This design comes from an exercise in tuning for small area on the open sky130 flow, not from production work.
Function was checked by simulation only, so behaviour that the tests miss may differ from the original.
Power is estimated from default activity; no workload was simulated.

## flow/design.v (module list and top-level ports; edited modules follow where they fit)
// module SamplePos_RAM: 1121 lines
// module Sine_LUT: 609 lines
// module Sample_Position: 97 lines
// module Adder: 64 lines
// module Ripple_Add: 18 lines
// module Scale_Mult: 27 lines
// module Ring_Mod: 57 lines
// module DAC_I2S: 44 lines
// module Sample_Output: 37 lines
// module ADC_SPI_In: 87 lines
// module addatone: 193 lines
module addatone
	(
		input wire i_Clock,
		input wire reset_n,
		output reg test,
		input wire i_ADC_Data,
		input wire i_ADC_Clock,
		input wire i_ADC_CS,
		input wire i_Mix,
		input wire i_Ring_Mod,
		output wire o_DAC_Data,
		output wire o_DAC_Bit_Clock,
		output wire o_DAC_LR_Clock
	);
  // ...
==> flow/run.sh <==
#!/bin/bash
# synth_recipe.tcl (not shown) runs the flow's synth.tcl, then flattens the netlist and writes it again
# the make line also repeats each setting of config.mk as NAME=value (left out here)
make -C /OpenROAD-flow-scripts/flow DESIGN_CONFIG=/design/flow/config.mk WORK_HOME=/design/flow/orfs CLKGATE_MAP_FILE= SYNTH_SCRIPT=/design/flow/synth_recipe.tcl finish
==> flow/config.mk <==
export PLATFORM = sky130hd
export DESIGN_NAME = addatone
export DESIGN_NICKNAME = addatone
export VERILOG_FILES = /design/flow/design.v
export SDC_FILE = /design/flow/constraint.sdc
export NUM_CORES = 4
export LEC_CHECK = 0
export CAP_MARGIN = 40
export CORE_MARGIN = 2
export CORE_UTILIZATION = 35
export CTS_CLUSTER_DIAMETER = 150
export CTS_CLUSTER_SIZE = 24
export PLACE_DENSITY = 0.5
export SLEW_MARGIN = 40
export SYNTH_MEMORY_MAX_BITS = 65536
==> flow/constraint.sdc <==
create_clock -name core_clock -period 20.0 [get_ports {i_Clock}]
set_input_delay 4.0000 -clock core_clock [delete_from_list [all_inputs] [get_ports {i_Clock}]]
set_output_delay 4.0000 -clock core_clock [all_outputs]
set_load 0.01 [all_outputs]
==> run summary, run 1 <==
total power 18.4 mW; Non-CTS buffers 328; FF-to-FF path depth 55; number of flip-flops and latches 4578; Final HPWL DP 379000 um; sort of element at the end of the critical path register; met2 global-route usage 38.7%; start point of the critical path sample_position.Sample_Position[5]$_SDFFE_PN0P_; synthesized-area fraction occupied by ao, oa, aoi and oai cells 12.3%; global route overflow 0; outcome finished clean; main combinational cell family by area after synthesis compound AO/OA/AOI/OAI gates; number of synthesized register bits 4578; power density normalized to cell area 123 mW/mm^2; CTS clock-pin slew for the worst setup and hold paths 100 ps; busiest metal layer after global routing met1; area share of buffers outside the clock network 1.88%; commonest cells after routing, fill and taps aside 4402 x sky130_fd_sc_hd__dfxtp_1, 1234 x sky130_fd_sc_hd__nand2_1, 1173 x sky130_fd_sc_hd__a21oi_1, 1155 x sky130_fd_sc_hd__nor2_1, 618 x sky130_fd_sc_hd__o21ai_0; gr usage total 27.0%; logic gate share of total power 21.2%; number of setup buffers added after CTS 0; Netlist Area Pre-Place 0.136 mm^2; setup slack after layout 3560 ps; post-detailed-route via-to-cell ratio 5.41; Syn Inst Count 12.3k; width of the chip 628 um; portion of netlist area occupied by mux cells 0.716%; minimum clock period 16440 ps; fraction of standard cell area in multi-input logic 27.0%; total of warnings raised by yosys 14; detailed route wirelength on metal3 54800 um; WP data arrival 17130 ps; total placed instance area 0.144 mm^2; sequential standard cell area 0.0933 mm^2; library cell with the highest instance count after synthesis sky130_fd_sc_hd__dfxtp_1; routed wire length 548000 um; cell-internal power 12.7 mW
==> run 2: changes to the inputs <==
--- a/flow/config.mk
+++ b/flow/config.mk
@@ -7,3 +7,3 @@
 export LEC_CHECK = 0
-export CAP_MARGIN = 40
+export CAP_MARGIN = 30
 export CORE_MARGIN = 2
@@ -13,3 +13,3 @@
 export PLACE_DENSITY = 0.5
-export SLEW_MARGIN = 40
+export SLEW_MARGIN = 30
 export SYNTH_MEMORY_MAX_BITS = 65536
==> run summary, run 2 <==
fraction of final layout cells with drive strength greater than 1 6.21%; number of synthesized register bits 4578 (unchanged); M3 GR Usage 6.24%; Layout Nets 12.5k; number of distinct standard cells referenced by the synthesized netlist 94; highest clock frequency the design can meet 60.7 MHz; startpoint of the worst register-to-register path sample_position.Sample_Position[5]$_SDFFE_PN0P_; gr usage total 27.0% (about the same); mean instance size in the synthesized netlist 11.1 um^2; WP data arrival 17180 ps (+50 ps); Stages on worst setup path 55; largest cells by area after synthesis sky130_fd_sc_hd__dfxtp_1 65%, sky130_fd_sc_hd__a21oi_1 4.3%, sky130_fd_sc_hd__edfxtp_1 3.6%; number of clock buffers inserted by TritonCTS 213; maximum number of buffers from clock root to sink 4; met1 GRT Util 39.1%; Post-Route Skew 151 ps; timing endpoint of the critical path adder.Partial[19]$_DFFE_PP_; global route overflow 0 (unchanged); routed wire length 547000 um (-0.15%); Iter 0 DRT Violations 12.3k; outcome finished clean; maximum VDD drop 0.0843 mV; antenna violations before repair 43; number of fillers in the final layout 37.5k; post-detailed-route via-to-cell ratio 5.42 (+0.21%); sum of negative setup slack 0 ps; Core ar. 0.388 mm^2; Die H 628 um; count of final max-slew check failures 0; most common cell after layout, fill and taps aside sky130_fd_sc_hd__dfxtp_1; global placer's final weighted congestion 0.987; clock insertion delay at the later pin of the skew report 1040 ps; vias in the first global route 88.1k; PortBufs 10; fraction of registers with async set or reset after synthesis 0%; number of buffer and inverter stages on the critical path 11; synth-to-layout area growth 9.63%; num ports 11; number of iterations in the first detailed-routing pass 8; number of flops mapped to enable cells by yosys 165; number of instances resized during post-cts repair 0; total of warnings raised by yosys 14 (unchanged); minimum clock period 16460 ps (+22.9 ps); final clock period utilization by the worst path 82.3%; slack of the worst reg-to-reg path 3540 ps; unrepaired setup endpoints after global routing no; critical path required time 20720 ps; most used cell along the critical path sky130_fd_sc_hd__fa_1; leak pwr 54.1 nW; class of the worst hold path reg -> reg; DRC 0; start point of the critical path sample_position.Sample_Position[5]$_SDFFE_PN0P_; die outline area 0.394 mm^2; routed wire length per instance 31.4 um; family of cells with the greatest summed delay on the critical path adder cells; first-pass GRT wire length 746000 um; capturing point of the worst reg2reg path adder.Partial[19]$_DFFE_PP_; slowest cell on the critical path sky130_fd_sc_hd__buf_4; number of nets with antenna violations after detailed routing 0; commonest cells after routing, fill and taps aside 4403 x sky130_fd_sc_hd__dfxtp_1, 1238 x sky130_fd_sc_hd__nand2_1, 1178 x sky130_fd_sc_hd__nor2_1, 1175 x sky130_fd_sc_hd__a21oi_1, 620 x sky130_fd_sc_hd__o21ai_0; synthesized netlist net count 12.6k; worst hold slack after final layout 237 ps; share of the synthesized area in the top cell type 64.8%; maximum level of the CTS H-tree 4; library cell with the highest instance count after synthesis sky130_fd_sc_hd__dfxtp_1; power density normalized to cell area 123 mW/mm^2 (+0.10%); FF-to-FF path depth 55 (unchanged); sort of element at the end of the critical path register; final-report setup violation count 0; row cnt 229; Syn Inst Count 12.3k (unchanged); TritonCTS clock tree done; width of the chip 628 um (unchanged); clk sinks 4578; number of setup buffers added after CTS 0 (unchanged); pin count of the biggest net entering global routing 127; largest fanout on the critical path 43; Netlist Area Pre-Place 0.136 mm^2 (unchanged); startpoint type of the worst setup path register; CTS root buf sky130_fd_sc_hd__clkbuf_16; peak per-stage delay on the critical path 540 ps; number of hold buffers added after CTS 0; Max-slew headroom 22.0%; Setup Crit Path Kind reg -> reg; Worst Tran Pin Value 1170 ps; met2 global-route usage 38.7% (-0.083 points); count of max-cap constraint violations 0; CTS clock-pin slew for the worst setup and hold paths 100 ps (about the same); vias after detailed routing 94.2k; top cell types by occurrence after synthesis 4413 x sky130_fd_sc_hd__dfxtp_1, 1240 x sky130_fd_sc_hd__nand2_1, 1221 x sky130_fd_sc_hd__nor2_1; Hold Fails Final Rpt 0; starting utilization of the core area 35.1%; cell type with the highest aggregate area in the netlist sky130_fd_sc_hd__dfxtp_1; busiest metal layer after global routing met1; Final HPWL DP 378000 um (-0.19%); most used flip-flop cell after synthesis sky130_fd_sc_hd__dfxtp_1; proportion of synthesized chip area in sequential cells 68.5%
[run 2: where the power goes]
group	internal, mW	leakage, nW	switching, mW
registers	9.53	38.2	0.165
clock network	1.95	2.76	2.87
logic	1.22	13.2	2.67
total	12.7	54.1	5.71
[run 2: through the flow]
step / instance area (um^2) / worst slack [ps] / power (mW) / instances / util, %
floorplan: 136000 / 4720 / 12.4 / 12300 / -
global placement: 143000 / 3010 / 13.9 / 17100 / 36.9
detailed placement: 143000 / 3370 / 13.8 / 17100 / 37.0
CTS: 149000 / 3320 / 18.6 / 17400 / 38.4
global route: 149000 / 2720 / 19.3 / 17400 / 38.5
finish: 149000 / 3540 / 18.4 / 17400 / 38.5
[run 2: kinds of logic after synthesis]
group | share of synthesized area, %
AOI/OAI and AO/OA | 12.3
xor gates and xnor gates | 0.617
buffers and inverters | 2.61
muxes | 0.716
DFF | 68.5
adders and majority gates | 4.12
and+or+nand+nor | 11.1
[run 2: worst min path at each step]
stage                                                 startpoint                                                 to  cells after the start
2_1_floorplan  sample_position.sp_ram.word[100].Slot1[0]$_DFF_P_  sample_position.sp_ram.word[100].Slot0[0]$_DFF_P_                      0
3_3_place_gp   sample_position.sp_ram.word[230].Slot2[2]$_DFF_P_  sample_position.sp_ram.word[230].Slot1[2]$_DFF_P_                      0
3_5_place_dp   sample_position.sp_ram.word[119].Slot2[3]$_DFF_P_  sample_position.sp_ram.word[119].Slot1[3]$_DFF_P_                      0
4_1_cts         sample_position.sp_ram.word[37].Slot2[3]$_DFF_P_   sample_position.sp_ram.word[37].Slot1[3]$_DFF_P_                      0
5_1_grt        sample_position.sp_ram.word[184].Slot3[0]$_DFF_P_  sample_position.sp_ram.word[184].Slot2[0]$_DFF_P_                      0
6_report        sample_position.sp_ram.word[37].Slot2[3]$_DFF_P_   sample_position.sp_ram.word[37].Slot1[3]$_DFF_P_                      0
[run 2: cell type report]
cell class | count | area, um^2 | share of cell area [%]
Inverter | 248 | 938 | 0.628
Sequential cell | 4578 | 93300 | 62.5
Antenna cell | 29 | 72.6 | 0.0486
Timing Repair Buffer | 315 | 2630 | 1.76
Clock inverter | 13 | 221 | 0.148
Clock buffer | 237 | 5440 | 3.64
Multi-Input combinational cell | 6778 | 40200 | 26.9
Tap cell | 5197 | 6500 | 4.35
[run 2: worst register-to-register path, delay by kind of cell (launching register included)]
| family | cells | cell delay [ps] |
|---|---|---|
| adders and majority gates | 31 | 11330 |
| AOI/OAI and AO/OA | 4 | 860 |
| DFF | 1 | 320 |
| buffers and inverters | 11 | 2400 |
| and+or+nand+nor | 4 | 550 |
| xor gates and xnor gates | 5 | 760 |
[run 2: metal layers]
layer | up-vias | share of wire (%)
met5 | - | 0.015
met4 | 12 | 4.6
met3 | 906 | 9.4
met2 | 4595 | 41
met1 | 47200 | 45
li1 | 41500 | -
==> module Sine_LUT, before the edit <==
module Sine_LUT
	(
		input wire [10:0] rd_addr_i,
		output wire [15:0] rd_data_o
	);
	wire [9:0] neg_addr;
	Ripple_Add #(.W(10)) add_neg (.a(~rd_addr_i[9:0]), .b(10'd0), .ci(1'b1), .s(neg_addr), .co());
	wire [9:0] idx = rd_addr_i[9] ? neg_addr : rd_addr_i[9:0];
	reg [14:0] Base;
	reg [6:0] Slope;
	reg [2:0] Corr;
	always @* begin
		case (idx[9:3])
			7'd0: begin Base = 15'd0; Slope = 7'd100; end
			7'd1: begin Base = 15'd804; Slope = 7'd100; end
			7'd2: begin Base = 15'd1608; Slope = 7'd100; end
			7'd3: begin Base = 15'd2410; Slope = 7'd100; end
			7'd4: begin Base = 15'd3212; Slope = 7'd99; end
			7'd5: begin Base = 15'd4011; Slope = 7'd99; end
			7'd6: begin Base = 15'd4808; Slope = 7'd99; end
			7'd7: begin Base = 15'd5602; Slope = 7'd98; end
			7'd8: begin Base = 15'd6393; Slope = 7'd98; end
			7'd9: begin Base = 15'd7179; Slope = 7'd97; end
			7'd10: begin Base = 15'd7962; Slope = 7'd97; end
			7'd11: begin Base = 15'd8739; Slope = 7'd96; end
			7'd12: begin Base = 15'd9512; Slope = 7'd95; end
			7'd13: begin Base = 15'd10278; Slope = 7'd95; end
			7'd14: begin Base = 15'd11039; Slope = 7'd94; end
			7'd15: begin Base = 15'd11793; Slope = 7'd93; end
			7'd16: begin Base = 15'd12539; Slope = 7'd92; end
			7'd17: begin Base = 15'd13279; Slope = 7'd91; end
			7'd18: begin Base = 15'd14010; Slope = 7'd90; end
			7'd19: begin Base = 15'd14732; Slope = 7'd89; end
			7'd20: begin Base = 15'd15446; Slope = 7'd88; end
			7'd21: begin Base = 15'd16151; Slope = 7'd86; end
			7'd22: begin Base = 15'd16846; Slope = 7'd85; end
			7'd23: begin Base = 15'd17530; Slope = 7'd84; end
			7'd24: begin Base = 15'd18204; Slope = 7'd83; end
			7'd25: begin Base = 15'd18868; Slope = 7'd81; end
			7'd26: begin Base = 15'd19519; Slope = 7'd80; end
			7'd27: begin Base = 15'd20159; Slope = 7'd78; end
			7'd28: begin Base = 15'd20787; Slope = 7'd77; end
			7'd29: begin Base = 15'd21403; Slope = 7'd75; end
			7'd30: begin Base = 15'd22005; Slope = 7'd73; end
			7'd31: begin Base = 15'd22594; Slope = 7'd72; end
			7'd32: begin Base = 15'd23170; Slope = 7'd70; end
			7'd33: begin Base = 15'd23731; Slope = 7'd68; end
			7'd34: begin Base = 15'd24279; Slope = 7'd66; end
			7'd35: begin Base = 15'd24811; Slope = 7'd64; end
			7'd36: begin Base = 15'd25329; Slope = 7'd62; end
			7'd37: begin Base = 15'd25832; Slope = 7'd60; end
			7'd38: begin Base = 15'd26319; Slope = 7'd58; end
			7'd39: begin Base = 15'd26790; Slope = 7'd56; end
			7'd40: begin Base = 15'd27245; Slope = 7'd54; end
			7'd41: begin Base = 15'd27683; Slope = 7'd52; end
			7'd42: begin Base = 15'd28105; Slope = 7'd50; end
			7'd43: begin Base = 15'd28510; Slope = 7'd48; end
			7'd44: begin Base = 15'd28898; Slope = 7'd46; end
			7'd45: begin Base = 15'd29268; Slope = 7'd44; end
			7'd46: begin Base = 15'd29621; Slope = 7'd41; end
			7'd47: begin Base = 15'd29956; Slope = 7'd39; end
			7'd48: begin Base = 15'd30273; Slope = 7'd37; end
			7'd49: begin Base = 15'd30571; Slope = 7'd35; end
			7'd50: begin Base = 15'd30852; Slope = 7'd32; end
			7'd51: begin Base = 15'd31113; Slope = 7'd30; end
			7'd52: begin Base = 15'd31356; Slope = 7'd28; end
			7'd53: begin Base = 15'd31580; Slope = 7'd25; end
			7'd54: begin Base = 15'd31785; Slope = 7'd23; end
			7'd55: begin Base = 15'd31971; Slope = 7'd20; end
			7'd56: begin Base = 15'd32137; Slope = 7'd18; end
			7'd57: begin Base = 15'd32285; Slope = 7'd15; end
			7'd58: begin Base = 15'd32412; Slope = 7'd13; end
			7'd59: begin Base = 15'd32521; Slope = 7'd11; end
			7'd60: begin Base = 15'd32609; Slope = 7'd8; end
			7'd61: begin Base = 15'd32678; Slope = 7'd6; end
			7'd62: begin Base = 15'd32728; Slope = 7'd3; end
			7'd63: begin Base = 15'd32757; Slope = 7'd1; end
			7'd64: begin Base = 15'd32767; Slope = 7'd0; end
			default: begin Base = 15'd0; Slope = 7'd0; end
		endcase
	end
	always @* begin
		case (idx)
			10'd0: Corr = 3'd0;
			10'd1: Corr = 3'd1;
			10'd2: Corr = 3'd1;
			10'd3: Corr = 3'd2;
			10'd4: Corr = 3'd2;
			10'd5: Corr = 3'd3;
			10'd6: Corr = 3'd3;
			10'd7: Corr = 3'd4;
			10'd8: Corr = 3'd0;
			10'd9: Corr = 3'd1;
			10'd10: Corr = 3'd1;
			10'd11: Corr = 3'd2;
			10'd12: Corr = 3'd2;
			10'd13: Corr = 3'd3;
			10'd14: Corr = 3'd3;
			10'd15: Corr = 3'd3;
			10'd16: Corr = 3'd0;
			10'd17: Corr = 3'd0;
			10'd18: Corr = 3'd1;
			10'd19: Corr = 3'd1;
			10'd20: Corr = 3'd1;
			10'd21: Corr = 3'd2;
			10'd22: Corr = 3'd2;
			10'd23: Corr = 3'd2;
			10'd24: Corr = 3'd0;
			10'd25: Corr = 3'd1;
			10'd26: Corr = 3'd1;
			10'd27: Corr = 3'd1;
			10'd28: Corr = 3'd1;
			10'd29: Corr = 3'd1;
			10'd30: Corr = 3'd2;
			10'd31: Corr = 3'd2;
			10'd32: Corr = 3'd0;
			10'd33: Corr = 3'd1;
			10'd34: Corr = 3'd2;
			10'd35: Corr = 3'd3;
			10'd36: Corr = 3'd4;
			10'd37: Corr = 3'd5;
			10'd38: Corr = 3'd5;
			10'd39: Corr = 3'd6;
			10'd40: Corr = 3'd0;
			10'd41: Corr = 3'd1;
			10'd42: Corr = 3'd1;
			10'd43: Corr = 3'd2;
			10'd44: Corr = 3'd3;
			10'd45: Corr = 3'd3;
			10'd46: Corr = 3'd4;
			10'd47: Corr = 3'd4;
			10'd48: Corr = 3'd0;
			10'd49: Corr = 3'd0;
			10'd50: Corr = 3'd1;
			10'd51: Corr = 3'd1;
			10'd52: Corr = 3'd1;
			10'd53: Corr = 3'd2;
			10'd54: Corr = 3'd2;
			10'd55: Corr = 3'd2;
			10'd56: Corr = 3'd0;
			10'd57: Corr = 3'd1;
			10'd58: Corr = 3'd2;
			10'd59: Corr = 3'd3;
			10'd60: Corr = 3'd4;
			10'd61: Corr = 3'd4;
			10'd62: Corr = 3'd5;
			10'd63: Corr = 3'd6;
			10'd64: Corr = 3'd0;
			10'd65: Corr = 3'd0;
			10'd66: Corr = 3'd1;
			10'd67: Corr = 3'd1;
			10'd68: Corr = 3'd1;
			10'd69: Corr = 3'd2;
			10'd70: Corr = 3'd2;
			10'd71: Corr = 3'd2;
			10'd72: Corr = 3'd0;
			10'd73: Corr = 3'd1;
			10'd74: Corr = 3'd2;
			10'd75: Corr = 3'd3;
			10'd76: Corr = 3'd4;
			10'd77: Corr = 3'd5;
			10'd78: Corr = 3'd6;
			10'd79: Corr = 3'd6;
			10'd80: Corr = 3'd0;
			10'd81: Corr = 3'd0;
			10'd82: Corr = 3'd1;
			10'd83: Corr = 3'd1;
			10'd84: Corr = 3'd1;
			10'd85: Corr = 3'd1;
			10'd86: Corr = 3'd1;
			10'd87: Corr = 3'd1;
			10'd88: Corr = 3'd0;
			10'd89: Corr = 3'd1;
			10'd90: Corr = 3'd2;
			10'd91: Corr = 3'd3;
			10'd92: Corr = 3'd3;
			10'd93: Corr = 3'd4;
			10'd94: Corr = 3'd4;
			10'd95: Corr = 3'd5;
			10'd96: Corr = 3'd0;
			10'd97: Corr = 3'd1;
			10'd98: Corr = 3'd2;
			10'd99: Corr = 3'd3;
			10'd100: Corr = 3'd4;
			10'd101: Corr = 3'd5;
			10'd102: Corr = 3'd5;
			10'd103: Corr = 3'd6;
			10'd104: Corr = 3'd0;
			10'd105: Corr = 3'd1;
			10'd106: Corr = 3'd1;
			10'd107: Corr = 3'd1;
			10'd108: Corr = 3'd1;
			10'd109: Corr = 3'd1;
			10'd110: Corr = 3'd1;
			10'd111: Corr = 3'd1;
			10'd112: Corr = 3'd0;
			10'd113: Corr = 3'd0;
			10'd114: Corr = 3'd1;
			10'd115: Corr = 3'd1;
			10'd116: Corr = 3'd2;
			10'd117: Corr = 3'd2;
			10'd118: Corr = 3'd2;
			10'd119: Corr = 3'd2;
			10'd120: Corr = 3'd0;
			10'd121: Corr = 3'd0;
			10'd122: Corr = 3'd1;
			10'd123: Corr = 3'd2;
			10'd124: Corr = 3'd2;
			10'd125: Corr = 3'd2;
			10'd126: Corr = 3'd2;
			10'd127: Corr = 3'd2;
			10'd128: Corr = 3'd0;
			10'd129: Corr = 3'd1;
			10'd130: Corr = 3'd2;
			10'd131: Corr = 3'd2;
			10'd132: Corr = 3'd3;
			10'd133: Corr = 3'd3;
			10'd134: Corr = 3'd3;
			10'd135: Corr = 3'd4;
			10'd136: Corr = 3'd0;
			10'd137: Corr = 3'd0;
			10'd138: Corr = 3'd1;
			10'd139: Corr = 3'd2;
			10'd140: Corr = 3'd2;
			10'd141: Corr = 3'd2;
			10'd142: Corr = 3'd3;
			10'd143: Corr = 3'd3;
			10'd144: Corr = 3'd0;
			10'd145: Corr = 3'd1;
			10'd146: Corr = 3'd1;
			10'd147: Corr = 3'd2;
			10'd148: Corr = 3'd2;
			10'd149: Corr = 3'd2;
			10'd150: Corr = 3'd3;
			10'd151: Corr = 3'd3;
			10'd152: Corr = 3'd0;
			10'd153: Corr = 3'd1;
			10'd154: Corr = 3'd2;
			10'd155: Corr = 3'd2;
			10'd156: Corr = 3'd2;
			10'd157: Corr = 3'd3;
			10'd158: Corr = 3'd3;
			10'd159: Corr = 3'd3;
			10'd160: Corr = 3'd0;
			10'd161: Corr = 3'd1;
			10'd162: Corr = 3'd1;
			10'd163: Corr = 3'd2;
			10'd164: Corr = 3'd2;
			10'd165: Corr = 3'd2;
			10'd166: Corr = 3'd2;
			10'd167: Corr = 3'd1;
			10'd168: Corr = 3'd0;
			10'd169: Corr = 3'd1;
			10'd170: Corr = 3'd2;
			10'd171: Corr = 3'd4;
			10'd172: Corr = 3'd4;
			10'd173: Corr = 3'd5;
			10'd174: Corr = 3'd6;
			10'd175: Corr = 3'd6;
			10'd176: Corr = 3'd0;
			10'd177: Corr = 3'd1;
			10'd178: Corr = 3'd2;
			10'd179: Corr = 3'd3;
			10'd180: Corr = 3'd3;
			10'd181: Corr = 3'd4;
			10'd182: Corr = 3'd4;
			10'd183: Corr = 3'd4;
			10'd184: Corr = 3'd0;
			10'd185: Corr = 3'd1;
			10'd186: Corr = 3'd2;
			10'd187: Corr = 3'd2;
			10'd188: Corr = 3'd3;
			10'd189: Corr = 3'd3;
			10'd190: Corr = 3'd3;
			10'd191: Corr = 3'd3;
			10'd192: Corr = 3'd0;
			10'd193: Corr = 3'd1;
			10'd194: Corr = 3'd1;
			10'd195: Corr = 3'd1;
			10'd196: Corr = 3'd1;
			10'd197: Corr = 3'd1;
			10'd198: Corr = 3'd1;
			10'd199: Corr = 3'd0;
			10'd200: Corr = 3'd0;
			10'd201: Corr = 3'd1;
			10'd202: Corr = 3'd2;
			10'd203: Corr = 3'd2;
			10'd204: Corr = 3'd3;
			10'd205: Corr = 3'd3;
			10'd206: Corr = 3'd3;
			10'd207: Corr = 3'd3;
			10'd208: Corr = 3'd0;
			10'd209: Corr = 3'd1;
			10'd210: Corr = 3'd1;
			10'd211: Corr = 3'd2;
			10'd212: Corr = 3'd2;
			10'd213: Corr = 3'd2;
			10'd214: Corr = 3'd1;
			10'd215: Corr = 3'd1;
			10'd216: Corr = 3'd0;
			10'd217: Corr = 3'd1;
			10'd218: Corr = 3'd2;
			10'd219: Corr = 3'd3;
			10'd220: Corr = 3'd4;
			10'd221: Corr = 3'd4;
			10'd222: Corr = 3'd4;
			10'd223: Corr = 3'd4;
			10'd224: Corr = 3'd0;
			10'd225: Corr = 3'd1;
			10'd226: Corr = 3'd1;
			10'd227: Corr = 3'd1;
			10'd228: Corr = 3'd1;
			10'd229: Corr = 3'd1;
			10'd230: Corr = 3'd1;
			10'd231: Corr = 3'd0;
			10'd232: Corr = 3'd0;
			10'd233: Corr = 3'd1;
			10'd234: Corr = 3'd1;
			10'd235: Corr = 3'd2;
			10'd236: Corr = 3'd2;
			10'd237: Corr = 3'd3;
			10'd238: Corr = 3'd3;
			10'd239: Corr = 3'd2;
			10'd240: Corr = 3'd0;
			10'd241: Corr = 3'd1;
			10'd242: Corr = 3'd3;
			10'd243: Corr = 3'd3;
			10'd244: Corr = 3'd4;
			10'd245: Corr = 3'd5;
			10'd246: Corr = 3'd5;
			10'd247: Corr = 3'd5;
			10'd248: Corr = 3'd0;
			10'd249: Corr = 3'd1;
			10'd250: Corr = 3'd1;
			10'd251: Corr = 3'd2;
			10'd252: Corr = 3'd2;
			10'd253: Corr = 3'd2;
			10'd254: Corr = 3'd1;
			10'd255: Corr = 3'd1;
			10'd256: Corr = 3'd0;
			10'd257: Corr = 3'd1;
			10'd258: Corr = 3'd1;
			10'd259: Corr = 3'd2;
			10'd260: Corr = 3'd2;
			10'd261: Corr = 3'd2;
			10'd262: Corr = 3'd2;
			10'd263: Corr = 3'd2;
			10'd264: Corr = 3'd0;
			10'd265: Corr = 3'd2;
			10'd266: Corr = 3'd3;
			10'd267: Corr = 3'd3;
			10'd268: Corr = 3'd4;
			10'd269: Corr = 3'd4;
			10'd270: Corr = 3'd4;
			10'd271: Corr = 3'd4;
			10'd272: Corr = 3'd0;
			10'd273: Corr = 3'd1;
			10'd274: Corr = 3'd2;
			10'd275: Corr = 3'd3;
			10'd276: Corr = 3'd4;
			10'd277: Corr = 3'd4;
			10'd278: Corr = 3'd5;
			10'd279: Corr = 3'd5;
			10'd280: Corr = 3'd0;
			10'd281: Corr = 3'd2;
			10'd282: Corr = 3'd3;
			10'd283: Corr = 3'd4;
			10'd284: Corr = 3'd5;
			10'd285: Corr = 3'd6;
			10'd286: Corr = 3'd6;
			10'd287: Corr = 3'd6;
			10'd288: Corr = 3'd0;
			10'd289: Corr = 3'd2;
			10'd290: Corr = 3'd3;
			10'd291: Corr = 3'd4;
			10'd292: Corr = 3'd5;
			10'd293: Corr = 3'd6;
			10'd294: Corr = 3'd7;
			10'd295: Corr = 3'd7;
			10'd296: Corr = 3'd0;
			10'd297: Corr = 3'd1;
			10'd298: Corr = 3'd3;
			10'd299: Corr = 3'd4;
			10'd300: Corr = 3'd5;
			10'd301: Corr = 3'd6;
			10'd302: Corr = 3'd6;
			10'd303: Corr = 3'd7;
			10'd304: Corr = 3'd0;
			10'd305: Corr = 3'd1;
			10'd306: Corr = 3'd3;
			10'd307: Corr = 3'd4;
			10'd308: Corr = 3'd5;
			10'd309: Corr = 3'd6;
			10'd310: Corr = 3'd7;
			10'd311: Corr = 3'd7;
			10'd312: Corr = 3'd0;
			10'd313: Corr = 3'd2;
			10'd314: Corr = 3'd3;
			10'd315: Corr = 3'd4;
			10'd316: Corr = 3'd5;
			10'd317: Corr = 3'd6;
			10'd318: Corr = 3'd7;
			10'd319: Corr = 3'd7;
			10'd320: Corr = 3'd0;
			10'd321: Corr = 3'd1;
			10'd322: Corr = 3'd3;
			10'd323: Corr = 3'd4;
			10'd324: Corr = 3'd5;
			10'd325: Corr = 3'd6;
			10'd326: Corr = 3'd6;
			10'd327: Corr = 3'd6;
			10'd328: Corr = 3'd0;
			10'd329: Corr = 3'd2;
			10'd330: Corr = 3'd3;
			10'd331: Corr = 3'd4;
			10'd332: Corr = 3'd5;
			10'd333: Corr = 3'd6;
			10'd334: Corr = 3'd6;
			10'd335: Corr = 3'd6;
			10'd336: Corr = 3'd0;
			10'd337: Corr = 3'd2;
			10'd338: Corr = 3'd3;
			10'd339: Corr = 3'd4;
			10'd340: Corr = 3'd5;
			10'd341: Corr = 3'd5;
			10'd342: Corr = 3'd6;
			10'd343: Corr = 3'd5;
			10'd344: Corr = 3'd0;
			10'd345: Corr = 3'd2;
			10'd346: Corr = 3'd3;
			10'd347: Corr = 3'd4;
			10'd348: Corr = 3'd4;
			10'd349: Corr = 3'd5;
			10'd350: Corr = 3'd5;
			10'd351: Corr = 3'd4;
			10'd352: Corr = 3'd0;
			10'd353: Corr = 3'd1;
			10'd354: Corr = 3'd2;
			10'd355: Corr = 3'd3;
			10'd356: Corr = 3'd3;
			10'd357: Corr = 3'd3;
			10'd358: Corr = 3'd3;
			10'd359: Corr = 3'd3;
			10'd360: Corr = 3'd0;
			10'd361: Corr = 3'd1;
			10'd362: Corr = 3'd2;
			10'd363: Corr = 3'd3;
			10'd364: Corr = 3'd3;
			10'd365: Corr = 3'd3;
			10'd366: Corr = 3'd2;
			10'd367: Corr = 3'd2;
			10'd368: Corr = 3'd0;
			10'd369: Corr = 3'd2;
			10'd370: Corr = 3'd3;
			10'd371: Corr = 3'd5;
			10'd372: Corr = 3'd6;
			10'd373: Corr = 3'd6;
			10'd374: Corr = 3'd7;
			10'd375: Corr = 3'd7;
			10'd376: Corr = 3'd0;
			10'd377: Corr = 3'd2;
			10'd378: Corr = 3'd3;
			10'd379: Corr = 3'd4;
			10'd380: Corr = 3'd5;
			10'd381: Corr = 3'd5;
			10'd382: Corr = 3'd5;
			10'd383: Corr = 3'd5;
			10'd384: Corr = 3'd0;
			10'd385: Corr = 3'd1;
			10'd386: Corr = 3'd2;
			10'd387: Corr = 3'd3;
			10'd388: Corr = 3'd3;
			10'd389: Corr = 3'd4;
			10'd390: Corr = 3'd3;
			10'd391: Corr = 3'd3;
			10'd392: Corr = 3'd0;
			10'd393: Corr = 3'd1;
			10'd394: Corr = 3'd2;
			10'd395: Corr = 3'd3;
			10'd396: Corr = 3'd3;
			10'd397: Corr = 3'd3;
			10'd398: Corr = 3'd2;
			10'd399: Corr = 3'd2;
			10'd400: Corr = 3'd0;
			10'd401: Corr = 3'd1;
			10'd402: Corr = 3'd3;
			10'd403: Corr = 3'd4;
			10'd404: Corr = 3'd5;
			10'd405: Corr = 3'd5;
			10'd406: Corr = 3'd6;
			10'd407: Corr = 3'd6;
			10'd408: Corr = 3'd0;
			10'd409: Corr = 3'd2;
			10'd410: Corr = 3'd3;
			10'd411: Corr = 3'd3;
			10'd412: Corr = 3'd4;
			10'd413: Corr = 3'd4;
			10'd414: Corr = 3'd4;
			10'd415: Corr = 3'd4;
			10'd416: Corr = 3'd0;
			10'd417: Corr = 3'd1;
			10'd418: Corr = 3'd2;
			10'd419: Corr = 3'd2;
			10'd420: Corr = 3'd2;
			10'd421: Corr = 3'd2;
			10'd422: Corr = 3'd2;
			10'd423: Corr = 3'd1;
			10'd424: Corr = 3'd0;
			10'd425: Corr = 3'd2;
			10'd426: Corr = 3'd3;
			10'd427: Corr = 3'd4;
			10'd428: Corr = 3'd5;
			10'd429: Corr = 3'd5;
			10'd430: Corr = 3'd6;
			10'd431: Corr = 3'd5;
			10'd432: Corr = 3'd0;
			10'd433: Corr = 3'd1;
			10'd434: Corr = 3'd2;
			10'd435: Corr = 3'd3;
			10'd436: Corr = 3'd3;
			10'd437: Corr = 3'd3;
			10'd438: Corr = 3'd3;
			10'd439: Corr = 3'd3;
			10'd440: Corr = 3'd0;
			10'd441: Corr = 3'd2;
			10'd442: Corr = 3'd3;
			10'd443: Corr = 3'd5;
			10'd444: Corr = 3'd6;
			10'd445: Corr = 3'd6;
			10'd446: Corr = 3'd7;
			10'd447: Corr = 3'd7;
			10'd448: Corr = 3'd0;
			10'd449: Corr = 3'd2;
			10'd450: Corr = 3'd3;
			10'd451: Corr = 3'd4;
			10'd452: Corr = 3'd4;
			10'd453: Corr = 3'd5;
			10'd454: Corr = 3'd5;
			10'd455: Corr = 3'd4;
			10'd456: Corr = 3'd0;
			10'd457: Corr = 3'd2;
			10'd458: Corr = 3'd3;
			10'd459: Corr = 3'd5;
			10'd460: Corr = 3'd6;
			10'd461: Corr = 3'd7;
			10'd462: Corr = 3'd7;
			10'd463: Corr = 3'd7;
			10'd464: Corr = 3'd0;
			10'd465: Corr = 3'd2;
			10'd466: Corr = 3'd3;
			10'd467: Corr = 3'd4;
			10'd468: Corr = 3'd5;
			10'd469: Corr = 3'd5;
			10'd470: Corr = 3'd5;
			10'd471: Corr = 3'd5;
			10'd472: Corr = 3'd0;
			10'd473: Corr = 3'd1;
			10'd474: Corr = 3'd2;
			10'd475: Corr = 3'd2;
			10'd476: Corr = 3'd2;
			10'd477: Corr = 3'd2;
			10'd478: Corr = 3'd2;
			10'd479: Corr = 3'd1;
			10'd480: Corr = 3'd0;
			10'd481: Corr = 3'd2;
			10'd482: Corr = 3'd3;
			10'd483: Corr = 3'd4;
			10'd484: Corr = 3'd5;
			10'd485: Corr = 3'd6;
			10'd486: Corr = 3'd6;
			10'd487: Corr = 3'd6;
			10'd488: Corr = 3'd0;
			10'd489: Corr = 3'd1;
			10'd490: Corr = 3'd2;
			10'd491: Corr = 3'd3;
			10'd492: Corr = 3'd3;
			10'd493: Corr = 3'd3;
			10'd494: Corr = 3'd3;
			10'd495: Corr = 3'd2;
			10'd496: Corr = 3'd0;
			10'd497: Corr = 3'd1;
			10'd498: Corr = 3'd3;
			10'd499: Corr = 3'd4;
			10'd500: Corr = 3'd5;
			10'd501: Corr = 3'd5;
			10'd502: Corr = 3'd6;
			10'd503: Corr = 3'd6;
			10'd504: Corr = 3'd0;
			10'd505: Corr = 3'd1;
			10'd506: Corr = 3'd2;
			10'd507: Corr = 3'd3;
			10'd508: Corr = 3'd4;
			10'd509: Corr = 3'd4;
			10'd510: Corr = 3'd3;
			10'd511: Corr = 3'd3;
			10'd512: Corr = 3'd0;
			default: Corr = 3'd0;
		endcase
	end
	wire [14:0] Step1 = idx[0] ? {8'd0, Slope} : 15'd0;
	wire [14:0] Step2 = idx[1] ? {7'd0, Slope, 1'b0} : 15'd0;
	wire [14:0] Step4 = idx[2] ? {6'd0, Slope, 2'b0} : 15'd0;
	wire [14:0] Sum12, Sum124, Sum_Base, mag;
	Ripple_Add #(.W(15)) add_s12 (.a(Step1), .b(Step2), .ci(1'b0), .s(Sum12), .co());
	Ripple_Add #(.W(15)) add_s4 (.a(Sum12), .b(Step4), .ci(1'b0), .s(Sum124), .co());
	Ripple_Add #(.W(15)) add_base (.a(Sum124), .b(Base), .ci(1'b0), .s(Sum_Base), .co());
	Ripple_Add #(.W(15)) add_corr (.a(Sum_Base), .b({12'd0, Corr}), .ci(1'b0), .s(mag), .co());
	Ripple_Add #(.W(16)) add_sign (.a({1'b0, mag} ^ {16{rd_addr_i[10]}}), .b(16'd0), .ci(rd_addr_i[10]), .s(rd_data_o), .co());
endmodule
==> module Sample_Position, before the edit <==
module Sample_Position
	(
		input wire i_Reset,
		input wire i_Clock,
		input wire [15:0] i_Frequency,
		input wire [15:0] i_Freq_Offset,				 
		input wire [7:0] i_Harmonic,
		input wire [7:0] i_Harmonic_Next,				 
		input wire i_Harmonic_Step,						 
		input wire [1:0] i_Phase,						 
		output wire o_Sample_Ready,			 
		input wire i_Next_Sample,						 
		output wire [15:0] o_Sample_Value,
		output reg o_Freq_Too_High
	);
	localparam [2:0] sm_init = 3'd0;
	localparam [2:0] sm_sample_pos = 3'd1;
	localparam [2:0] sm_sine_lut = 3'd2;
	localparam [2:0] sm_offset = 3'd3;
	localparam [2:0] sm_waiting = 3'd4;
	reg [2:0] SM_Sample_Position;
	wire [15:0] Sample_Pos_Read;
	reg [15:0] Sample_Position;
	SamplePos_RAM sp_ram (
		.clk_i(i_Clock),
		.rst_i(i_Reset),
		.wr_en_i(SM_Sample_Position == sm_sine_lut),
		.wr_data_i(Sample_Position),
		.addr_i(i_Harmonic),
		.i_Next_Addr(i_Harmonic_Next),
		.i_Step(i_Harmonic_Step && i_Harmonic_Next != 8'd0),
		.i_Read(SM_Sample_Position == sm_sample_pos),
		.i_Phase(i_Phase),
		.rd_data_o(Sample_Pos_Read)
	);
	Sine_LUT sin_lut (
		.rd_addr_i(Sample_Position[15:5]),
		.rd_data_o(o_Sample_Value)
	);
	assign o_Sample_Ready = (SM_Sample_Position == sm_offset) || (SM_Sample_Position == sm_waiting);
	reg [15:0] Accumulated_Frequency;
	reg [15:0] Accumulated_Freq_Offset;
	reg Offset_Up;						 
	wire Add_Frequency = (SM_Sample_Position == sm_sine_lut);
	wire [15:0] Freq_Step = Add_Frequency ? i_Frequency : (Offset_Up ? Accumulated_Freq_Offset : ~Accumulated_Freq_Offset);
	wire [15:0] Freq_Sum, Offset_Sum, Position_Sum;
	Ripple_Add #(.W(16)) add_freq (.a(Accumulated_Frequency), .b(Freq_Step), .ci(!Add_Frequency && !Offset_Up), .s(Freq_Sum), .co());
	Ripple_Add #(.W(16)) add_offset (.a(Accumulated_Freq_Offset), .b(i_Freq_Offset), .ci(1'b0), .s(Offset_Sum), .co());
	Ripple_Add #(.W(16)) add_position (.a(Sample_Pos_Read), .b(Accumulated_Frequency), .ci(1'b0), .s(Position_Sum), .co());
	always @(posedge i_Clock) begin
		if (i_Reset) begin
			Sample_Position <= 1'b0;
			o_Freq_Too_High <= 1'b0;
			Accumulated_Frequency <= 1'b0;
			Accumulated_Freq_Offset <= 1'b0;
			SM_Sample_Position <= sm_init;
		end
		else begin
			case (SM_Sample_Position)
				sm_init:
					begin
						Accumulated_Frequency <= i_Frequency;
						Accumulated_Freq_Offset <= 1'b0;
						o_Freq_Too_High <= 1'b0;
						SM_Sample_Position <= sm_sample_pos;
					end
				sm_sample_pos:
					begin
						Sample_Position <= Position_Sum;
						SM_Sample_Position <= sm_sine_lut;
					end
				sm_sine_lut:
					begin
						SM_Sample_Position <= sm_offset;
						Accumulated_Frequency <= Freq_Sum;
					end
				sm_offset:
					SM_Sample_Position <= sm_waiting;
				default:	 
					begin
						if (Accumulated_Frequency > 20000)
							o_Freq_Too_High <= 1'b1;
						if (i_Next_Sample) begin
							Accumulated_Frequency <= Freq_Sum;
							Accumulated_Freq_Offset <= Offset_Sum;
							SM_Sample_Position <= (i_Harmonic == 1'b0) ? sm_init : sm_sample_pos;
						end
					end
			endcase
		end
	end
	always @(posedge i_Clock)
		if (i_Reset)
			Offset_Up <= 1'b0;
		else if (SM_Sample_Position == sm_offset)
			Offset_Up <= i_Harmonic[0];
endmodule
==> module Adder, before the edit <==
module Adder
	#(parameter DIVISOR_BITS = 11)
	(
		input wire i_Clock, i_Reset, i_Start, i_Clear_Accumulator, i_Last_Harmonic, i_Channel,
		input wire [DIVISOR_BITS - 1:0] i_Multiple0,
		input wire [DIVISOR_BITS - 1:0] i_Multiple1,
		input wire signed [15:0] i_Sample,
		output reg [21:0] o_Accumulator0,
		output reg [21:0] o_Accumulator1
	);
	reg [2:0] Step;					 
	reg Channel, Last;
	wire Use_Channel = i_Start ? i_Channel : Channel;
	wire Use_Last = i_Start ? i_Last_Harmonic : Last;
	wire [10:0] Mult_In = Use_Channel ? i_Multiple1 : i_Multiple0;
	wire [10:0] Multiple = Use_Last ? {Mult_In[10], Mult_In[10:1]} : Mult_In;
	reg [2:0] Chunk;
	always @* begin
		case (Step[1:0])
			2'd0: Chunk = Multiple[2:0];
			2'd1: Chunk = Multiple[5:3];
			2'd2: Chunk = Multiple[8:6];
			default: Chunk = {1'b0, Multiple[10:9]};
		endcase
	end
	reg [19:0] Partial;				 
	wire [19:0] Copy0 = Chunk[0] ? {{4{i_Sample[15]}}, i_Sample} : 20'd0;
	wire [19:0] Copy1 = Chunk[1] ? {{3{i_Sample[15]}}, i_Sample, 1'b0} : 20'd0;
	wire [19:0] Copy2 = Chunk[2] ? {{2{i_Sample[15]}}, i_Sample, 2'b0} : 20'd0;
	wire [19:0] Partial_Shifted = i_Start ? 20'd0 : {{3{Partial[19]}}, Partial[19:3]};
	wire [19:0] Sum01, Sum012, Partial_Next;
	Ripple_Add #(.W(20)) add_copy01 (.a(Copy0), .b(Copy1), .ci(1'b0), .s(Sum01), .co());
	Ripple_Add #(.W(20)) add_copy2 (.a(Sum01), .b(Copy2), .ci(1'b0), .s(Sum012), .co());
	Ripple_Add #(.W(20)) add_partial (.a(Sum012), .b(Partial_Shifted), .ci(1'b0), .s(Partial_Next), .co());
	wire [21:0] Scaled = {{4{Partial[19]}}, Partial[19:2]};		 
	wire [21:0] Sum;
	Ripple_Add #(.W(22)) add_total (.a(Channel ? o_Accumulator1 : o_Accumulator0), .b(Scaled), .ci(1'b0), .s(Sum), .co());
	always @(posedge i_Clock) begin
		if (i_Reset)
			Step <= 3'd0;
		else if (i_Start) begin
			Step <= 3'd1;
			Channel <= i_Channel;
			Last <= i_Last_Harmonic;
		end
		else if (Step != 3'd0)
			Step <= (Step == 3'd4) ? 3'd0 : Step + 1'b1;
	end
	always @(posedge i_Clock)
		if (i_Start || (Step != 3'd0 && Step != 3'd4))
			Partial <= Partial_Next;
	always @(posedge i_Clock) begin
		if (i_Reset || i_Clear_Accumulator) begin
			o_Accumulator0 <= 1'b0;
			o_Accumulator1 <= 1'b0;
		end
		else if (Step == 3'd4) begin
			if (Channel)
				o_Accumulator1 <= Sum;
			else
				o_Accumulator0 <= Sum;
		end
	end
endmodule
==> module addatone, before the edit <==
module addatone
	(
		input wire i_Clock,
		input wire reset_n,
		output reg test,
		input wire i_ADC_Data,
		input wire i_ADC_Clock,
		input wire i_ADC_CS,
		input wire i_Mix,
		input wire i_Ring_Mod,
		output wire o_DAC_Data,
		output wire o_DAC_Bit_Clock,
		output wire o_DAC_LR_Clock
	);
	wire Reset;
	assign Reset = ~reset_n;
	wire Main_Clock;
	assign Main_Clock = i_Clock;
	localparam sm_init = 3'd0;
	localparam sm_adder_mult = 3'd1;
	localparam sm_check_mute = 3'd2;
	localparam sm_adder_start = 3'd3;
	localparam sm_adder_wait = 3'd4;
	localparam sm_next_harmonic = 3'd5;
	localparam sm_calc_done = 3'd6;
	localparam sm_ready_to_send = 3'd7;
	reg [2:0] SM_Top;
	reg [5:0] Sample_Timer_High;
	wire [1:0] Phase;									 
	wire Frame_End;										 
	wire Timer_Done = Frame_End && (Sample_Timer_High == 6'd0);
	reg [7:0] Harmonic;							 
	reg [7:0] Harmonic_Count;							 
	reg DAC_Send;										 
	wire Next_Sample = (SM_Top == sm_adder_mult) || (SM_Top == sm_calc_done) || DAC_Send;
	wire signed [15:0] Sample_Value;
	reg [15:0] Frequency;
	reg [15:0] Freq_Scale;
	wire Sample_Ready, Freq_Too_High;
	Sample_Position sample_position(
		.i_Reset(Reset),
		.i_Clock(Main_Clock),
		.i_Frequency(Frequency),
		.i_Freq_Offset(Freq_Scale),
		.i_Harmonic(Harmonic),
		.i_Harmonic_Next(Harmonic_Next),
		.i_Harmonic_Step(SM_Top == sm_next_harmonic),
		.i_Phase(Phase),
		.o_Sample_Ready(Sample_Ready),
		.i_Next_Sample(Next_Sample),
		.o_Sample_Value(Sample_Value),
		.o_Freq_Too_High(Freq_Too_High)
	);
	wire [83:0] ADC_Bits;
	wire ADC_Data_Received;
	ADC_SPI_In adc (
		.i_Reset(Reset),
		.i_Clock(Main_Clock),
		.i_SPI_CS(i_ADC_CS),
		.i_SPI_Clock(i_ADC_Clock),
		.i_SPI_Data(i_ADC_Data),
		.o_Bits(ADC_Bits),
		.o_Data_Received(ADC_Data_Received)
	);
	parameter DIV_BIT = 11;
	reg [DIV_BIT - 1:0] Harmonic_Scale[1:0];			 
	reg [DIV_BIT - 1:0] Scale_Initial[1:0];
	wire [DIV_BIT - 1:0] Adder_Mult[1:0];
	wire [21:0] Adder_Total[1:0];
	wire Adder_Start = (SM_Top == sm_adder_start) && Sample_Ready;
	wire [7:0] Harmonic_Next;
	Ripple_Add #(.W(8)) add_harmonic (.a(Harmonic), .b(8'd0), .ci(1'b1), .s(Harmonic_Next), .co());
	wire Harmonics_Done;								 
	Ripple_Add #(.W(8)) cmp_harmonic (.a(Harmonic), .b(~Harmonic_Count), .ci(1'b1), .s(), .co(Harmonics_Done));
	wire Last_Harmonic = (Harmonic_Count != 8'd0) && (Harmonic_Next == Harmonic_Count);	 
	wire [5:0] Sample_Timer_High_Next;
	Ripple_Add #(.W(6)) add_timer (.a(Sample_Timer_High), .b(6'd0), .ci(1'b1), .s(Sample_Timer_High_Next), .co());
	Adder #(.DIVISOR_BITS(DIV_BIT)) adder (
		.i_Clock(Main_Clock),
		.i_Reset(Reset),
		.i_Start(Adder_Start),
		.i_Clear_Accumulator(DAC_Send),			 
		.i_Last_Harmonic(Last_Harmonic),
		.i_Channel(Harmonic[0]),
		.i_Multiple0(Adder_Mult[0]),
		.i_Multiple1(Adder_Mult[1]),
		.i_Sample(Sample_Value),
		.o_Accumulator0(Adder_Total[0]),
		.o_Accumulator1(Adder_Total[1])
	);
	genvar s;
	for (s = 0; s < 2; s = s + 1) begin:genscaler
		Scale_Mult #(.DIV_BIT(DIV_BIT)) scaler (
			.i_Clock(Main_Clock),
			.i_Reset(Reset),
			.i_Start((SM_Top == sm_check_mute) && (Harmonic[0] == s)),
			.i_Restart(DAC_Send),
			.i_Scale(Harmonic_Scale[s]),
			.i_Initial(Scale_Initial[s]),
			.o_Mult(Adder_Mult[s])
		);
	end
	Sample_Output sample_output (
		.i_Clock(Main_Clock),
		.i_Reset(Reset),
		.i_Start(DAC_Send),
		.i_Sample_L(Adder_Total[0]),
		.i_Sample_R(Adder_Total[1]),
		.i_Mix(i_Mix),
		.i_Ring_Mod(i_Ring_Mod),
		.o_I2S_LR_Clock(o_DAC_LR_Clock),
		.o_I2S_Bit_Clock(o_DAC_Bit_Clock),
		.o_I2S_Data(o_DAC_Data),
		.o_Frame_End(Frame_End),
		.o_Phase(Phase)
	);
	reg ADC_Data_Received_Last;
	always @(posedge Main_Clock) begin
		if (Reset)
			ADC_Data_Received_Last <= 1'b0;
		else
			ADC_Data_Received_Last <= ADC_Data_Received;
	end
	always @(posedge Main_Clock) begin
		if (Reset) begin
			Frequency <= 16'd90;
			Harmonic_Scale[0] <= 1'b0;
			Scale_Initial[0] <= 1'b0;
			Harmonic_Scale[1] <= 1'b0;
			Scale_Initial[1] <= 1'b0;
			Freq_Scale <= 16'd0;
			Harmonic_Count <= 1'b0;
		end
		else if (ADC_Data_Received && !ADC_Data_Received_Last) begin
			Frequency <= ADC_Bits[83:68];
			Harmonic_Scale[0] <= ADC_Bits[67:57];			 
			Scale_Initial[0] <= ADC_Bits[56:46];			 
			Harmonic_Scale[1] <= ADC_Bits[45:35];			 
			Scale_Initial[1] <= ADC_Bits[34:24];			 
			Freq_Scale <= ADC_Bits[23:8];					 
			Harmonic_Count <= ADC_Bits[7:0];				 
		end
	end
	always @(posedge Main_Clock) begin
		if (Reset) begin
			Sample_Timer_High <= 1'b0;
			DAC_Send <= 1'b0;
			Harmonic <= 8'b0;
			test <= 1'b0;
			SM_Top <= sm_init;
		end
		else begin
			if (Frame_End)
				Sample_Timer_High <= Sample_Timer_High_Next;
			case (SM_Top)
				sm_init:
					begin
						DAC_Send <= 1'b0;
						SM_Top <= sm_adder_start;
					end
				sm_adder_mult:
					SM_Top <= sm_check_mute;
				sm_check_mute:
					SM_Top <= sm_adder_start;
				sm_adder_start:
					begin
						if (Sample_Ready)
							SM_Top <= sm_adder_wait;
					end
				sm_adder_wait:
					begin
						test <= 1'b0;
						SM_Top <= sm_next_harmonic;
					end
				sm_next_harmonic:
					begin
						Harmonic <= Harmonic_Next;						 
						SM_Top <= (Harmonics_Done || Freq_Too_High) ? sm_calc_done : sm_adder_mult;
					end
				sm_calc_done:
					SM_Top <= sm_ready_to_send;
				sm_ready_to_send:
					if (Timer_Done) begin
						test <= 1'b1;
						DAC_Send <= 1'b1;
						Sample_Timer_High <= 1'b0;
						Harmonic <= 8'b0;
						SM_Top <= sm_init;
					end
			endcase
		end
	end
endmodule
==> run 3: changes to the inputs <==
--- a/flow/design.v
+++ b/flow/design.v
@@ -1124,3 +1124,4 @@
 		input wire [10:0] rd_addr_i,
-		output wire [15:0] rd_data_o
+		output wire [15:0] rd_data_o,		 
+		output wire o_Negative				 
 	);
@@ -1728,3 +1729,4 @@
 	Ripple_Add #(.W(15)) add_corr (.a(Sum_Base), .b({12'd0, Corr}), .ci(1'b0), .s(mag), .co());
-	Ripple_Add #(.W(16)) add_sign (.a({1'b0, mag} ^ {16{rd_addr_i[10]}}), .b(16'd0), .ci(rd_addr_i[10]), .s(rd_data_o), .co());
+	assign o_Negative = rd_addr_i[10];
+	assign rd_data_o = {1'b0, mag} ^ {16{rd_addr_i[10]}};
 endmodule
@@ -1742,3 +1744,4 @@
 		input wire i_Next_Sample,						 
-		output wire [15:0] o_Sample_Value,
+		output wire [15:0] o_Sample_Value,				 
+		output wire o_Sample_Negative,
 		output reg o_Freq_Too_High
@@ -1767,3 +1770,4 @@
 		.rd_addr_i(Sample_Position[15:5]),
-		.rd_data_o(o_Sample_Value)
+		.rd_data_o(o_Sample_Value),
+		.o_Negative(o_Sample_Negative)
 	);
@@ -1775,6 +1779,7 @@
 	wire [15:0] Freq_Step = Add_Frequency ? i_Frequency : (Offset_Up ? Accumulated_Freq_Offset : ~Accumulated_Freq_Offset);
-	wire [15:0] Freq_Sum, Offset_Sum, Position_Sum;
-	Ripple_Add #(.W(16)) add_freq (.a(Accumulated_Frequency), .b(Freq_Step), .ci(!Add_Frequency && !Offset_Up), .s(Freq_Sum), .co());
+	wire Add_Position = (SM_Sample_Position == sm_sample_pos);
+	wire [15:0] Freq_Sum, Offset_Sum;
+	Ripple_Add #(.W(16)) add_freq (.a(Accumulated_Frequency), .b(Add_Position ? Sample_Pos_Read : Freq_Step),
+		.ci(!Add_Position && !Add_Frequency && !Offset_Up), .s(Freq_Sum), .co());
 	Ripple_Add #(.W(16)) add_offset (.a(Accumulated_Freq_Offset), .b(i_Freq_Offset), .ci(1'b0), .s(Offset_Sum), .co());
-	Ripple_Add #(.W(16)) add_position (.a(Sample_Pos_Read), .b(Accumulated_Frequency), .ci(1'b0), .s(Position_Sum), .co());
 	always @(posedge i_Clock) begin
@@ -1798,3 +1803,3 @@
 					begin
-						Sample_Position <= Position_Sum;
+						Sample_Position <= Freq_Sum;
 						SM_Sample_Position <= sm_sine_lut;
@@ -1833,3 +1838,4 @@
 		input wire [DIVISOR_BITS - 1:0] i_Multiple1,
-		input wire signed [15:0] i_Sample,
+		input wire signed [15:0] i_Sample,			 
+		input wire i_Negative,
 		output reg [21:0] o_Accumulator0,
@@ -1854,9 +1860,9 @@
 	wire [19:0] Copy0 = Chunk[0] ? {{4{i_Sample[15]}}, i_Sample} : 20'd0;
-	wire [19:0] Copy1 = Chunk[1] ? {{3{i_Sample[15]}}, i_Sample, 1'b0} : 20'd0;
-	wire [19:0] Copy2 = Chunk[2] ? {{2{i_Sample[15]}}, i_Sample, 2'b0} : 20'd0;
+	wire [19:0] Copy1 = Chunk[1] ? {{3{i_Sample[15]}}, i_Sample, i_Negative} : 20'd0;
+	wire [19:0] Copy2 = Chunk[2] ? {{2{i_Sample[15]}}, i_Sample, {2{i_Negative}}} : 20'd0;
 	wire [19:0] Partial_Shifted = i_Start ? 20'd0 : {{3{Partial[19]}}, Partial[19:3]};
 	wire [19:0] Sum01, Sum012, Partial_Next;
-	Ripple_Add #(.W(20)) add_copy01 (.a(Copy0), .b(Copy1), .ci(1'b0), .s(Sum01), .co());
-	Ripple_Add #(.W(20)) add_copy2 (.a(Sum01), .b(Copy2), .ci(1'b0), .s(Sum012), .co());
-	Ripple_Add #(.W(20)) add_partial (.a(Sum012), .b(Partial_Shifted), .ci(1'b0), .s(Partial_Next), .co());
+	Ripple_Add #(.W(20)) add_copy01 (.a(Copy0), .b(Copy1), .ci(Chunk[0] && i_Negative), .s(Sum01), .co());
+	Ripple_Add #(.W(20)) add_copy2 (.a(Sum01), .b(Copy2), .ci(Chunk[1] && i_Negative), .s(Sum012), .co());
+	Ripple_Add #(.W(20)) add_partial (.a(Sum012), .b(Partial_Shifted), .ci(Chunk[2] && i_Negative), .s(Partial_Next), .co());
 	wire [21:0] Scaled = {{4{Partial[19]}}, Partial[19:2]};		 
@@ -2196,3 +2202,4 @@
 	wire Next_Sample = (SM_Top == sm_adder_mult) || (SM_Top == sm_calc_done) || DAC_Send;
-	wire signed [15:0] Sample_Value;
+	wire signed [15:0] Sample_Value;				 
+	wire Sample_Negative;
 	reg [15:0] Frequency;
@@ -2212,2 +2219,3 @@
 		.o_Sample_Value(Sample_Value),
+		.o_Sample_Negative(Sample_Negative),
 		.o_Freq_Too_High(Freq_Too_High)
@@ -2248,2 +2256,3 @@
 		.i_Sample(Sample_Value),
+		.i_Negative(Sample_Negative),
 		.o_Accumulator0(Adder_Total[0]),
--- a/flow/config.mk
+++ b/flow/config.mk
@@ -7,3 +7,3 @@
 export LEC_CHECK = 0
-export CAP_MARGIN = 30
+export CAP_MARGIN = 40
 export CORE_MARGIN = 2
@@ -13,3 +13,3 @@
 export PLACE_DENSITY = 0.5
-export SLEW_MARGIN = 30
+export SLEW_MARGIN = 40
 export SYNTH_MEMORY_MAX_BITS = 65536
==> run summary, run 3 <==
total power 16.3 mW (-11%); post-route standard cell area excluding fillers 0.149 mm^2 (-0.50%); CTS clock-pin slew for the worst setup and hold paths 110 ps (about the same); peak per-stage delay on the critical path 670 ps (+130 ps); number of cells in the finished layout apart from fillers 17.3k (-0.61%); final clock period utilization by the worst path 83.8% (+1.5 points); number of clock buffers inserted by TritonCTS 213 (unchanged); Final HPWL DP 363000 um (-4.0%); fraction of registers with async set or reset after synthesis 0% (unchanged); Layout Nets 12.4k (-0.72%); most common cell after layout, fill and taps aside sky130_fd_sc_hd__dfxtp_1; sort of element at the end of the critical path register; number of instances resized during post-cts repair 0 (unchanged); power density normalized to cell area 110 mW/mm^2 (-11%); worst hold slack after final layout 278 ps (+40.5 ps); global placer's final weighted congestion 0.964 (-2.3%); proportion of synthesized chip area in sequential cells 68.9% (+0.41 points); vias after detailed routing 92.1k (-2.3%); library cell with the highest instance count after synthesis sky130_fd_sc_hd__dfxtp_1; pin count of the biggest net entering global routing 119 (-6.3%); worst slack after detailed placement 2910 ps (-458 ps); clk sinks 4578 (unchanged); TritonCTS clock tree done; setup slack after layout 3240 ps (-301 ps); Iter 0 DRT Violations 10.7k (-14%); number of hold buffers added after CTS 0 (unchanged); Worst Tran Pin Value 1010 ps (-161 ps); number of iterations in the first detailed-routing pass 8 (unchanged); fraction of final layout cells with drive strength greater than 1 6.28% (+0.066 points); Post-Synth Adder-Cell Area 3.86% (-0.26 points); CTS root buf sky130_fd_sc_hd__clkbuf_16; Core ar. 0.385 mm^2 (-0.73%); most used cell along the critical path sky130_fd_sc_hd__fa_1; slowest cell on the critical path sky130_fd_sc_hd__ha_1; cell type with the highest aggregate area in the netlist sky130_fd_sc_hd__dfxtp_1; Setup Crit Path Kind reg -> reg; width of the chip 626 um (-0.30%); antenna violations before repair 21 (-51%); main combinational cell family by area after synthesis compound AO/OA/AOI/OAI gates; total area of multi-input combinational cells 0.0395 mm^2 (-1.7%); Die H 626 um (-0.30%); synth-to-layout area growth 9.74%; DRC 0 (unchanged); vias in the first global route 87.9k (-0.20%); share of the synthesized area in the top cell type 65.2% (+0.39 points); count of max-cap constraint violations 0 (unchanged); portion of netlist area occupied by mux cells 0.508% (-0.21 points); class of the worst hold path reg -> reg; number of synthesized register bits 4578 (unchanged); critical path required time 20690 ps (-30 ps); most used flip-flop cell after synthesis sky130_fd_sc_hd__dfxtp_1; Hold Fails Final Rpt 0 (unchanged); starting utilization of the core area 35.1% (+0.046 points); routed wire length per instance 30.3 um (-3.6%); largest cells by area after synthesis sky130_fd_sc_hd__dfxtp_1 65%, sky130_fd_sc_hd__a21oi_1 4.1%, sky130_fd_sc_hd__edfxtp_1 3.7%; outcome finished clean; number of setup buffers added after CTS 0 (unchanged); number of fillers in the final layout 37.2k (-0.91%); Max-slew headroom 32.5% (+11 points); gr usage total 26.0% (-1.1 points); number of nets with antenna violations after detailed routing 0 (unchanged); leak pwr 53.6 nW (-0.96%); maximum level of the CTS H-tree 4 (unchanged); number of distinct standard cells referenced by the synthesized netlist 86 (-8.5%); top cell types by occurrence after synthesis 4413 x sky130_fd_sc_hd__dfxtp_1, 1261 x sky130_fd_sc_hd__nand2_1, 1203 x sky130_fd_sc_hd__nor2_1; maximum VDD drop 0.0871 mV (+3.3%); highest clock frequency the design can meet 59.7 MHz (-1.8%); global route overflow 0 (unchanged); total placed instance area 0.143 mm^2 (-0.48%); die outline area 0.392 mm^2 (-0.59%); commonest cells after routing, fill and taps aside 4408 x sky130_fd_sc_hd__dfxtp_1, 1253 x sky130_fd_sc_hd__nand2_1, 1149 x sky130_fd_sc_hd__nor2_1, 1106 x sky130_fd_sc_hd__a21oi_1, 625 x sky130_fd_sc_hd__o21ai_0; PortBufs 10 (unchanged); sum of negative setup slack 0 ps (unchanged); maximum number of buffers from clock root to sink 4 (unchanged); sequential standard cell area 0.0933 mm^2 (about the same); largest fanout on the critical path 36 (-16%); number of flops mapped to enable cells by yosys 165 (unchanged); row cnt 228 (-0.44%); first-pass GRT wire length 719000 um (-3.5%); placed insts 17.0k (-0.50%); num ports 11 (unchanged); Netlist Area Pre-Place 0.135 mm^2 (-0.60%); routed wire length 524000 um (-4.2%); total of warnings raised by yosys 14 (unchanged); mean instance size in the synthesized netlist 11.1 um^2 (about the same); xor and xnor fraction of the mapped netlist area 0.595% (-0.022 points); startpoint type of the worst setup path register; Final Core Density 38.6% (+0.089 points); unrepaired setup endpoints after global routing no; minimum clock period 16760 ps (+301 ps); Syn Inst Count 12.2k (-0.59%); count of final max-slew check failures 0 (unchanged); synthesized-area fraction occupied by ao, oa, aoi and oai cells 12.3% (about the same); synthesized-area fraction occupied by and/or/nand/nor cells 11.2% (+0.13 points); clock insertion delay at the later pin of the skew report 990 ps (-50 ps); post-detailed-route via-to-cell ratio 5.33 (-1.7%); synthesized netlist net count 12.5k (-0.78%); final-report setup violation count 0 (unchanged); Post-Route Skew 96.6 ps (-54.7 ps); WP data arrival 17460 ps (+280 ps)
run 3: routing by layer:
layer | GRT usage (%) | wire length (um) | part of all wire [%] | vias up
met4 | 13.5 | 32200 | 6.1 | 10
met3 | 4.23 | 37300 | 7.1 | 931
met2 | 40.2 | 230000 | 44 | 4066
met5 | 0 | 78 | 0.015 | -
li1 | - | - | - | 41300
met1 | 34.8 | 224000 | 43 | 45800
run 3: final timing paths:
path | startpoint | endpoint | slack [ps] | depth (start not counted)
setup / recovery | sample_position.Sample_Position[5]$_SDFFE_PN0P_ | adder.Partial[19]$_DFFE_PP_ | 3240 | 51
hold / removal | sample_position.sp_ram.word[192].Slot2[3]$_DFF_P_ | sample_position.sp_ram.word[192].Slot1[3]$_DFF_P_ | 280 | 0
setup reg to reg | sample_position.Sample_Position[5]$_SDFFE_PN0P_ | adder.Partial[19]$_DFFE_PP_ | 3240 | 51
hold reg to reg | sample_position.sp_ram.word[192].Slot2[3]$_DFF_P_ | sample_position.sp_ram.word[192].Slot1[3]$_DFF_P_ | 280 | 0
run 3: layout make-up:
| cell class | count | share of cell area (%) |
|---|---|---|
| timing repair buffer | 308 | 1.76 |
| clock buffer | 241 | 3.74 |
| tap | 5175 | 4.36 |
| multi-input combinational | 6722 | 26.6 |
| sequential | 4578 | 62.8 |
| inverter | 247 | 0.629 |
| antenna | 10 | 0.0168 |
| clock inverter | 8 | 0.0892 |
run 3: critical path, delay by kind of cell (launching register included):
kind	cells	cell delay [ps]
AO/OA/AOI/OAI	2	520
XOR/XNOR	5	750
adder cells (fa/ha/maj)	30	11580
buffers and inverters	9	1800
flip-flops	1	340
multiplexers	1	470
AND/OR/NAND/NOR	4	1060
run 3: cell families after synthesis:
group                    Yosys count
XOR/XNOR                          92
multiplexers                      58
adder cells (fa/ha/maj)          311
buffers and inverters            918
flip-flops                      4578
AND/OR/NAND/NOR                 3499
AO/OA/AOI/OAI                   2762
run 3: power by group:
part / switching [mW] / total [mW] / internal (mW) / leakage (nW)
clock network: 2.84 / 4.82 / 1.98 / 2.79
registers: 0.128 / 9.58 / 9.45 / 38.2
logic: 1.38 / 1.94 / 0.559 / 12.6
total: 4.35 / 16.3 / 12.0 / 53.6

-- what the ideal ports hide --
How much do the figures lean on ideal ports? The routed layouts below were timed once more, with nothing changed but the port constraints. Step 1 (the two cells are an assumption about what drives the block):
set clk [get_ports {i_Clock}]
set_driving_cell -lib_cell sky130_fd_sc_hd__clkbuf_16 $clk
set_driving_cell -lib_cell sky130_fd_sc_hd__buf_2 [delete_from_list [all_inputs] $clk]
Step 2, shift: input delay + t, output delay - t, t = (earliest + latest rising clock arrival at the registers) / 2. This alone moves slack from input paths to output paths. a / b / c = ideal ports / drivers / drivers and shift; a / b = the first two.
| run | t (ns) | setup slack, ns | worst hold slack (ns) | cell pins on the clock port's net |
|---|---|---|---|---|
| run 1 | 1.052 | 3.561 / 3.561 / 3.561 | 0.215 / 0.215 / 0.215 | 1 |
| run 2 | 1.047 | 3.538 / 3.538 / 3.538 | 0.237 / 0.237 / 0.237 | 1 |
| run 3 | 1.053 | 3.237 / 3.237 / 3.237 | 0.278 / 0.278 / 0.278 | 1 |
After both steps setup and hold are still met in every run listed.
